Context: an optimization exercise on an open-source flow, tuned for small area, a short achievable clock period and few clock cycles per item. The choices shown serve that exercise and are no tape-out recipe. The RTL was checked by simulation tests, not by an equivalence proof against the original design.

== run A ==
Design l3_gan, start of the top module:
module l3_gan (
    input               clk,
    input               rst,
    input               start,
    input  signed [15:0] x1,
    input  signed [15:0] x2,
    input  signed [15:0] x3,
    input  signed [15:0] x4,
    input  signed [16*4*4-1:0] L1_w,
    input  signed [16*4-1:0]   L1_b,
    input  signed [16*2*4-1:0] L2_w,
    input  signed [16*2-1:0]   L2_b,
    input  signed [16*1*2-1:0] L3_w,
    input  signed [16*1-1:0]   L3_b,
    input  signed [16*1*1-1:0] L4_w,
    input  signed [16*1-1:0]   L4_b,
    input  signed [16*1*1-1:0] L5_w,
    input  signed [16*1-1:0]   L5_b,
    input  signed [16*2*1-1:0] L6_w,
    input  signed [16*2-1:0]   L6_b,
    input  signed [16*4*2-1:0] L7_w,
    input  signed [16*4-1:0]   L7_b,
    input  signed [16*4*4-1:0] L8_w,
    input  signed [16*4-1:0]   L8_b,
    output signed [15:0] out1,
    output signed [15:0] out2,
    output signed [15:0] out3,
    output signed [15:0] out4,
    output reg           done
);
==> module l3_gan, before the edit <==
module l3_gan (
    input               clk,
    input               rst,
    input               start,
    input  signed [15:0] x1,
    input  signed [15:0] x2,
    input  signed [15:0] x3,
    input  signed [15:0] x4,
    input  signed [16*4*4-1:0] L1_w,
    input  signed [16*4-1:0]   L1_b,
    input  signed [16*2*4-1:0] L2_w,
    input  signed [16*2-1:0]   L2_b,
    input  signed [16*1*2-1:0] L3_w,
    input  signed [16*1-1:0]   L3_b,
    input  signed [16*1*1-1:0] L4_w,
    input  signed [16*1-1:0]   L4_b,
    input  signed [16*1*1-1:0] L5_w,
    input  signed [16*1-1:0]   L5_b,
    input  signed [16*2*1-1:0] L6_w,
    input  signed [16*2-1:0]   L6_b,
    input  signed [16*4*2-1:0] L7_w,
    input  signed [16*4-1:0]   L7_b,
    input  signed [16*4*4-1:0] L8_w,
    input  signed [16*4-1:0]   L8_b,
    output signed [15:0] out1,
    output signed [15:0] out2,
    output signed [15:0] out3,
    output signed [15:0] out4,
    output reg           done
);
    reg        busy;
    reg  [3:0] step;           
    reg        dual;           
    reg  [63:0] wr;
    reg  [15:0] bar, bbr;      
    reg  [63:0] xr;
    reg  [14:0] o0, o1, o2, o3;
    wire [14:0] y1, y2;
    l3_neuron neuron_inst (.x(xr), .w(wr), .ba(bar), .bb(bbr), .dual(dual),
                           .y1(y1), .y2(y2));
    wire [15:0] sel;
    wire [95:0] wsel;
    l3_wmux wmux_inst (
        .L1_w(L1_w), .L1_b(L1_b), .L2_w(L2_w), .L2_b(L2_b),
        .L3_w(L3_w), .L3_b(L3_b), .L4_w(L4_w), .L4_b(L4_b),
        .L5_w(L5_w), .L5_b(L5_b), .L6_w(L6_w), .L6_b(L6_b),
        .L7_w(L7_w), .L7_b(L7_b), .L8_w(L8_w), .L8_b(L8_b),
        .e(sel), .y(wsel));
    wire layer_end = (step == 4'd3) | (step == 4'd5) | (step == 4'd6) |
                     (step == 4'd7) | (step == 4'd8) | (step == 4'd9) |
                     (step == 4'd11);
    wire dup = (step == 4'd8) | (step == 4'd9);
    wire [3:0] step_nx = busy ? step + 4'd1 : 4'd0;
    genvar k;
    generate
        for (k = 0; k < 16; k = k + 1) begin : g_sel
            assign sel[k] = (step_nx == k);
        end
    endgenerate
    wire [59:0] o_nx = dual ? {y1, y2, o3, o2} : {y1, o3, o2, o1};
    always @(posedge clk or posedge rst) begin
        if (rst) begin
            busy <= 1'b0;
            done <= 1'b0;
            step <= 4'd0;
            dual <= 1'b0;
        end else if (busy) begin
            step <= step_nx;
            dual <= (step_nx == 4'd9) | (step_nx == 4'd10) | (step_nx == 4'd11);
            if (step == 4'd15) begin
                busy <= 1'b0;
                done <= 1'b1;
            end
        end else if (done) begin
            if (!start) done <= 1'b0;
        end else if (start) begin
            busy <= 1'b1;
            step <= 4'd0;
            dual <= 1'b0;
        end
    end
    always @(posedge clk) begin
        if (!busy) begin
            {bbr, bar, wr} <= wsel;
            xr <= {x4, x3, x2, x1};
        end else begin
            {bbr, bar, wr} <= wsel;
            {o3, o2, o1, o0} <= o_nx;
            if (layer_end) begin
                xr[63:32] <= {1'b0, o_nx[59:45], 1'b0, o_nx[44:30]};
                xr[31:0]  <= dup ? {1'b0, o_nx[59:45], 1'b0, o_nx[44:30]}
                                 : {1'b0, o_nx[29:15], 1'b0, o_nx[14:0]};
            end
        end
    end
    assign out1 = {1'b0, o0};
    assign out2 = {1'b0, o1};
    assign out3 = {1'b0, o2};
    assign out4 = {1'b0, o3};
endmodule
export LEC_CHECK = 0
export CAP_MARGIN = 50
export CORE_MARGIN = 2
export CORE_UTILIZATION = 35
export SETUP_SLACK_MARGIN = 4.5
export SLEW_MARGIN = 50
export SYNTH_HIERARCHICAL = 1
export SYNTH_MINIMUM_KEEP_SIZE = 0
create_clock -name core_clock -period 12.0 [get_ports {clk}]
standard.sh (not shown) runs the stock make flow with config.mk's settings and CLKGATE_MAP_FILE= SYNTH_SCRIPT=/design/flow/synth_recipe.tcl, a recipe that flattens the netlist after the stock synthesis.
==> flow/flow/run.sh <==
#!/bin/bash
set -e
cp standard.sh standard.sh.txt
cp config.mk config.mk.txt
export BUFFER_PORTS_ARGS="-buffer_cell sky130_fd_sc_hd__buf_1"
bash standard.sh > standard.log 2>&1
Run A terminated abnormally: 3_2_place_iop reported PPL-0024.
Testbench counts of run A, summed over its fixed seeds: cycles 28,800, items 1,600.
Input-level comparison between run B and run A:
--- a/flow/design.v
+++ b/flow/design.v
@@ -6312,9 +6312,9 @@
     reg        dual;           
     reg  [63:0] wr;
     reg  [15:0] bar, bbr;      
     reg  [63:0] xr;
-    reg  [14:0] o0, o1, o2, o3;
+    reg  [14:0] o1, o2, o3;
     wire [14:0] y1, y2;
     l3_neuron neuron_inst (.x(xr), .w(wr), .ba(bar), .bb(bbr), .dual(dual),
                            .y1(y1), .y2(y2));
     wire [15:0] sel;
@@ -6326,9 +6326,9 @@
         .L7_w(L7_w), .L7_b(L7_b), .L8_w(L8_w), .L8_b(L8_b),
         .e(sel), .y(wsel));
     wire layer_end = (step == 4'd3) | (step == 4'd5) | (step == 4'd6) |
                      (step == 4'd7) | (step == 4'd8) | (step == 4'd9) |
-                     (step == 4'd11);
+                     (step == 4'd11) | (step == 4'd15);
     wire dup = (step == 4'd8) | (step == 4'd9);
     wire [3:0] step_nx = busy ? step + 4'd1 : 4'd0;
     genvar k;
     generate
@@ -6358,22 +6358,21 @@
             dual <= 1'b0;
         end
     end
     always @(posedge clk) begin
+        {bbr, bar, wr} <= wsel;
         if (!busy) begin
-            {bbr, bar, wr} <= wsel;
-            xr <= {x4, x3, x2, x1};
+            if (!done) xr <= {x4, x3, x2, x1};
         end else begin
-            {bbr, bar, wr} <= wsel;
-            {o3, o2, o1, o0} <= o_nx;
+            {o3, o2, o1} <= o_nx[59:15];
             if (layer_end) begin
                 xr[63:32] <= {1'b0, o_nx[59:45], 1'b0, o_nx[44:30]};
                 xr[31:0]  <= dup ? {1'b0, o_nx[59:45], 1'b0, o_nx[44:30]}
                                  : {1'b0, o_nx[29:15], 1'b0, o_nx[14:0]};
             end
         end
     end
-    assign out1 = {1'b0, o0};
-    assign out2 = {1'b0, o1};
-    assign out3 = {1'b0, o2};
-    assign out4 = {1'b0, o3};
+    assign out1 = xr[15:0];
+    assign out2 = xr[31:16];
+    assign out3 = xr[47:32];
+    assign out4 = xr[63:48];
 endmodule
## What came out
For run B, the flow was terminated by a tool error in 3_2_place_iop and produced no final design.
Diff run A and run B: area share of fa/ha/maj cells after synthesis lower in run A
When run B is measured against run A, its number of distinct library cells after synthesis turns out 5.6% lower.
The run showing the greater cell area after synthesis is run A.
Run B against run A: number of rows in the core area saw a decrease, height of the die saw a decrease.
Comparing run B with run A, the xor and xnor area share after synthesis came out essentially unchanged.
Gate count of the mapped netlist (run B over run A): decrease, 18
Testbench counts of run B, summed over its fixed seeds: cycles 28,800, items 1,600.
